What follows belongs to an exercise in optimizing a design on an open flow for small area, a short achievable clock period and few clock cycles per item; a production flow would make more cautious choices.

run a:
==> flow/design.v <==
`timescale 1ns/1ps
module average #(
    parameter int NOF_BITS = 32
) (
    input  logic                clk,
    input  logic                rst_n,
    input  logic                start,
    input  logic                data_first,
    input  logic                data_last,
    input  logic [NOF_BITS-1:0] data_in,
    output logic [NOF_BITS:0]   data_out,
    output logic                busy,
    output logic                TO,
    output logic                done
);
    localparam int K   = 3;                           
    localparam int QW  = NOF_BITS + 1;                
    localparam int NC  = (QW + K - 1) / K;            
    localparam int DW  = NC * K;                      
    localparam int TIMEOUT_LIMIT = 10;
    localparam int CW  = $clog2((NC > TIMEOUT_LIMIT ? NC : TIMEOUT_LIMIT));
    logic          acc;        
    logic          div;        
    logic [CW-1:0] cnt;        
    logic [DW-1:0]       s;    
    logic [NOF_BITS-1:0] n;    
    logic [NOF_BITS-1:0] r;    
    wire waiting  = busy & ~acc & ~div;
    wire take     = acc | (waiting & data_first);
    wire to_now   = waiting & ~data_first & (cnt == CW'(TIMEOUT_LIMIT - 1));
    wire go_div   = take & data_last;
    wire div_last = div & (cnt == CW'(NC - 1));
    wire [QW-1:0] s_acc = ({QW{acc}} & s[QW-1:0]) + ({NOF_BITS{take}} & data_in);
    logic [NOF_BITS-1:0] r_st [0:K];
    logic [DW-1:0]       s_st [0:K];
    always_comb begin
        r_st[0] = r;
        s_st[0] = s;
        for (int j = 0; j < K; j++) begin
            logic [NOF_BITS:0] t, d;
            t = {r_st[j], s_st[j][DW-1]};
            d = t - {1'b0, n};
            if (!d[NOF_BITS]) begin
                r_st[j+1] = d[NOF_BITS-1:0];
                s_st[j+1] = {s_st[j][DW-2:0], 1'b1};
            end else begin
                r_st[j+1] = t[NOF_BITS-1:0];
                s_st[j+1] = {s_st[j][DW-2:0], 1'b0};
            end
        end
    end
    always_ff @(posedge clk) begin
        if (div) begin
            s <= s_st[K];
            r <= r_st[K];
        end else begin
            s <= DW'(s_acc);
            n <= ({NOF_BITS{acc}} & n) + NOF_BITS'(take);
            r <= '0;
        end
    end
    always_ff @(posedge clk or negedge rst_n) begin
        if (!rst_n) begin
            busy     <= 1'b0;
            acc      <= 1'b0;
            div      <= 1'b0;
            cnt      <= '0;
            TO       <= 1'b0;
            done     <= 1'b0;
            data_out <= '0;
        end else begin
            TO   <= to_now;
            done <= div_last;
            if (!busy) begin
                busy <= start;
                cnt  <= '0;
            end else begin
                if (to_now | div_last) busy <= 1'b0;
                cnt <= go_div ? '0 : cnt + 1'b1;
                if (go_div) acc <= 1'b0;
                else if (waiting & data_first) acc <= 1'b1;
                if (go_div) div <= 1'b1;
                else if (div_last) div <= 1'b0;
            end
            if (div_last) data_out <= s_st[K][QW-1:0];
        end
    end
endmodule
Settings: LEC_CHECK=0, CAP_MARGIN=20, CORE_MARGIN=2, CORE_UTILIZATION=40, SLEW_MARGIN=20; clock period 6.0 ns.
run.sh (not shown) runs the stock make flow with config.mk's settings and CLKGATE_MAP_FILE= SYNTH_SCRIPT=/design/flow/synth_recipe.tcl, a recipe that flattens the netlist after the stock synthesis.
To summarise run a: no stage aborted, but the layout did not pass its checks, failing on negative setup slack.
> inputs changed (run a -> run b)
--- a/flow/design.v
+++ b/flow/design.v
@@ -11,11 +11,11 @@
     output logic [NOF_BITS:0]   data_out,
     output logic                busy,
     output logic                TO,
     output logic                done
 );
-    localparam int K   = 3;                           
+    localparam int K   = 2;                           
     localparam int QW  = NOF_BITS + 1;                
     localparam int NC  = (QW + K - 1) / K;            
     localparam int DW  = NC * K;                      
     localparam int TIMEOUT_LIMIT = 10;
     localparam int CW  = $clog2((NC > TIMEOUT_LIMIT ? NC : TIMEOUT_LIMIT));
@@ -28,11 +28,11 @@
     wire waiting  = busy & ~acc & ~div;
     wire take     = acc | (waiting & data_first);
     wire to_now   = waiting & ~data_first & (cnt == CW'(TIMEOUT_LIMIT - 1));
     wire go_div   = take & data_last;
     wire div_last = div & (cnt == CW'(NC - 1));
-    wire [QW-1:0] s_acc = ({QW{acc}} & s[QW-1:0]) + ({NOF_BITS{take}} & data_in);
+    wire [QW-1:0] s_acc = ({QW{acc}} & s[QW-1:0]) + data_in;
     logic [NOF_BITS-1:0] r_st [0:K];
     logic [DW-1:0]       s_st [0:K];
     always_comb begin
         r_st[0] = r;
         s_st[0] = s;
@@ -53,11 +53,11 @@
         if (div) begin
             s <= s_st[K];
             r <= r_st[K];
         end else begin
             s <= DW'(s_acc);
-            n <= ({NOF_BITS{acc}} & n) + NOF_BITS'(take);
+            n <= acc ? n + 1'b1 : NOF_BITS'(1);
             r <= '0;
         end
     end
     always_ff @(posedge clk or negedge rst_n) begin
         if (!rst_n) begin
Findings:
Run b ran to completion and came out clean on the timing, design-rule and antenna checks. Sort run a and run b by final core utilization, ascending, and run b comes first. Max freq run a -> run b: improved. Diff run a -> run b: first-pass GRT wire length went down. Run b gives less adder-cell share of the synthesized area than run a did. Worst setup slack in run b is 2440 ps above run a. In run b the via count turned out about 26% lower than in run a. Run b against run a: worst clock skew comparable, violation count after the first detailed-route iteration dropped 115.
Function was not checked in any run of this note: the RTL went through the layout flow alone.

---

Another version of the RTL of average (not shown whole).
Size in the first run: ~1000 cells after synthesis, about 140 flip-flops, roughly 9300 µm² of cells after synthesis.
==> module average, before the edit <==
module average #(
    parameter int NOF_BITS = 32
) (
    input  logic                clk,
    input  logic                rst_n,
    input  logic                start,
    input  logic                data_first,
    input  logic                data_last,
    input  logic [NOF_BITS-1:0] data_in,
    output logic [NOF_BITS:0]   data_out,
    output logic                busy,
    output logic                TO,
    output logic                done
);
    localparam int K   = 1;                           
    localparam int QW  = NOF_BITS + 1;                
    localparam int NC  = (QW + K - 1) / K;            
    localparam int DW  = NC * K;                      
    localparam int TIMEOUT_LIMIT = 10;
    localparam int CW  = $clog2((NC > TIMEOUT_LIMIT ? NC : TIMEOUT_LIMIT));
    logic          acc;        
    logic          div;        
    logic [CW-1:0] cnt;        
    logic [DW-1:0]       s;    
    logic [NOF_BITS-1:0] n;    
    logic [NOF_BITS-1:0] r;    
    wire waiting  = busy & ~acc & ~div;
    wire take     = acc | (waiting & data_first);
    wire to_now   = waiting & ~data_first & (cnt == CW'(TIMEOUT_LIMIT - 1));
    wire go_div   = take & data_last;
    wire div_last = div & (cnt == CW'(NC - 1));
    wire [QW-1:0] s_acc = ({QW{acc}} & s[QW-1:0]) + data_in;
    logic [NOF_BITS-1:0] r_st [0:K];
    logic [DW-1:0]       s_st [0:K];
    always_comb begin
        r_st[0] = r;
        s_st[0] = s;
        for (int j = 0; j < K; j++) begin
            logic [NOF_BITS:0] t, d;
            t = {r_st[j], s_st[j][DW-1]};
            d = t - {1'b0, n};
            if (!d[NOF_BITS]) begin
                r_st[j+1] = d[NOF_BITS-1:0];
                s_st[j+1] = {s_st[j][DW-2:0], 1'b1};
            end else begin
                r_st[j+1] = t[NOF_BITS-1:0];
                s_st[j+1] = {s_st[j][DW-2:0], 1'b0};
            end
        end
    end
    always_ff @(posedge clk) begin
        if (div) begin
            s <= s_st[K];
            r <= r_st[K];
        end else begin
            s <= DW'(s_acc);
            n <= acc ? n + 1'b1 : NOF_BITS'(1);
            r <= '0;
        end
    end
    always_ff @(posedge clk or negedge rst_n) begin
        if (!rst_n) begin
            busy     <= 1'b0;
            acc      <= 1'b0;
            div      <= 1'b0;
            cnt      <= '0;
            TO       <= 1'b0;
            done     <= 1'b0;
            data_out <= '0;
        end else begin
            TO   <= to_now;
            done <= div_last;
            if (!busy) begin
                busy <= start;
                cnt  <= '0;
            end else begin
                if (to_now | div_last) busy <= 1'b0;
                cnt <= go_div ? '0 : cnt + 1'b1;
                if (go_div) acc <= 1'b0;
                else if (waiting & data_first) acc <= 1'b1;
                if (go_div) div <= 1'b1;
                else if (div_last) div <= 1'b0;
            end
            if (div_last) data_out <= s_st[K][QW-1:0];
        end
    end
endmodule
clock: 6.0 ns
lec_check: 0
cap_margin: 20
core_margin: 2
core_utilization: 40
slew_margin: 20
Change:
==> flow/design.v (replaced) <==
`timescale 1ns/1ps
module average #(
    parameter int NOF_BITS = 32
) (
    input  logic                clk,
    input  logic                rst_n,
    input  logic                start,
    input  logic                data_first,
    input  logic                data_last,
    input  logic [NOF_BITS-1:0] data_in,
    output logic [NOF_BITS:0]   data_out,
    output logic                busy,
    output logic                TO,
    output logic                done
);
    localparam int QW  = NOF_BITS + 1;                
    localparam int NC  = (QW + 1) / 2;                
    localparam int DW  = NC * 2;                      
    localparam int RW  = NOF_BITS;                    
    localparam int TIMEOUT_LIMIT = 10;
    localparam int CW  = $clog2((NC > TIMEOUT_LIMIT ? NC : TIMEOUT_LIMIT));
    logic          acc;        
    logic          div;        
    logic [CW-1:0] cnt;        
    logic [DW-1:0]   s;        
    logic [RW-1:0]   n;        
    logic [RW+1:0]   n3;       
    logic [RW-1:0]   r;        
    wire waiting  = busy & ~acc & ~div;
    wire to_now   = waiting & ~data_first & (cnt == CW'(TIMEOUT_LIMIT - 1));
    wire go_div   = (acc | (waiting & data_first)) & data_last;
    wire div_last = div & (cnt == CW'(NC - 1));
    wire [QW-1:0] s_acc = ({QW{acc}} & s[QW-1:0]) + data_in;
    wire [RW+1:0] t  = {r, s[DW-1:DW-2]};
    wire [RW+2:0] d1 = {1'b0, t} - {3'b0, n};
    wire [RW+2:0] d2 = {1'b0, t} - {2'b0, n, 1'b0};
    wire [RW+2:0] d3 = {1'b0, t} - {1'b0, n3};
    wire          q1 = ~d1[RW+2];
    wire          q2 = ~d2[RW+2];
    wire          q3 = ~d3[RW+2];
    wire [RW-1:0] r_div = q2 ? (q3 ? d3[RW-1:0] : d2[RW-1:0])
                             : (q1 ? d1[RW-1:0] : t[RW-1:0]);
    wire [DW-1:0] s_div = {s[DW-3:0], q2, q3 | (q1 & ~q2)};
    always_ff @(posedge clk) begin
        if (div) begin
            s <= s_div;
            r <= r_div;
        end else begin
            s  <= DW'(s_acc);
            n  <= acc ? n + 1'b1 : RW'(1);
            n3 <= acc ? n3 + 2'd3 : (RW+2)'(3);
            r  <= '0;
        end
    end
    always_ff @(posedge clk or negedge rst_n) begin
        if (!rst_n) begin
            busy     <= 1'b0;
            acc      <= 1'b0;
            div      <= 1'b0;
            cnt      <= '0;
            TO       <= 1'b0;
            done     <= 1'b0;
            data_out <= '0;
        end else begin
            TO   <= to_now;
            done <= div_last;
            if (!busy) begin
                busy <= start;
                cnt  <= '0;
            end else begin
                if (to_now | div_last) busy <= 1'b0;
                cnt <= go_div ? '0 : cnt + 1'b1;
                if (go_div) acc <= 1'b0;
                else if (waiting & data_first) acc <= 1'b1;
                if (go_div) div <= 1'b1;
                else if (div_last) div <= 1'b0;
            end
            if (div_last) data_out <= s_div[QW-1:0];
        end
    end
endmodule
Final area went up by 51%.
Setup slack gains 120 ps.
Routed wire length went up by 77%.
Via count went up by 69%.
Count of clock-buffer cells in the layout went down by 3.
Utilization went down by 1.8 points.
Final cell count went up by 65%.
Synthesized cell count went up by 72%.
First-iteration DRC count went up by 130%.
No functional check of the RTL was part of any run of this note.

==> what the ideal ports hide <==
Ports are ideal in the flow. The routed layouts listed here were re-timed in OpenROAD. Step 1 sets driving cells, clkbuf_16 on the clock port and buf_2 on the other inputs (assumed; they add their load-dependent delay and slew). Step 2 also shifts input and output timing later by t, the mid clock arrival at the registers, as if the neighbouring blocks saw the same clock. Three values: no drivers, after step 1, after step 2; two values: the first two.
| run | shift t [ns] | setup WS [ns] | clock arrival spread, ns | worst data-port slew with drivers (ns) |
|---|---|---|---|---|
| run a | 0.497 | -2.146 / -2.146 / -2.146 | 0.011 / 0.011 | 0.05 |
| run b | 0.470 | 0.292 / 0.292 / 0.292 | 0.010 / 0.010 | 0.06 |
| the first run of note 2 | 0.465 | 1.927 / 1.952 / 1.487 | 0.014 / 0.014 | 0.06 |
| the second run of note 2 | 0.501 | 2.048 / 2.076 / 1.575 | 0.016 / 0.016 | 0.04 |
The setup slack of the second run of note 2, which loses most, moves by +0.028 ns with the drivers and by -0.473 ns with both steps.
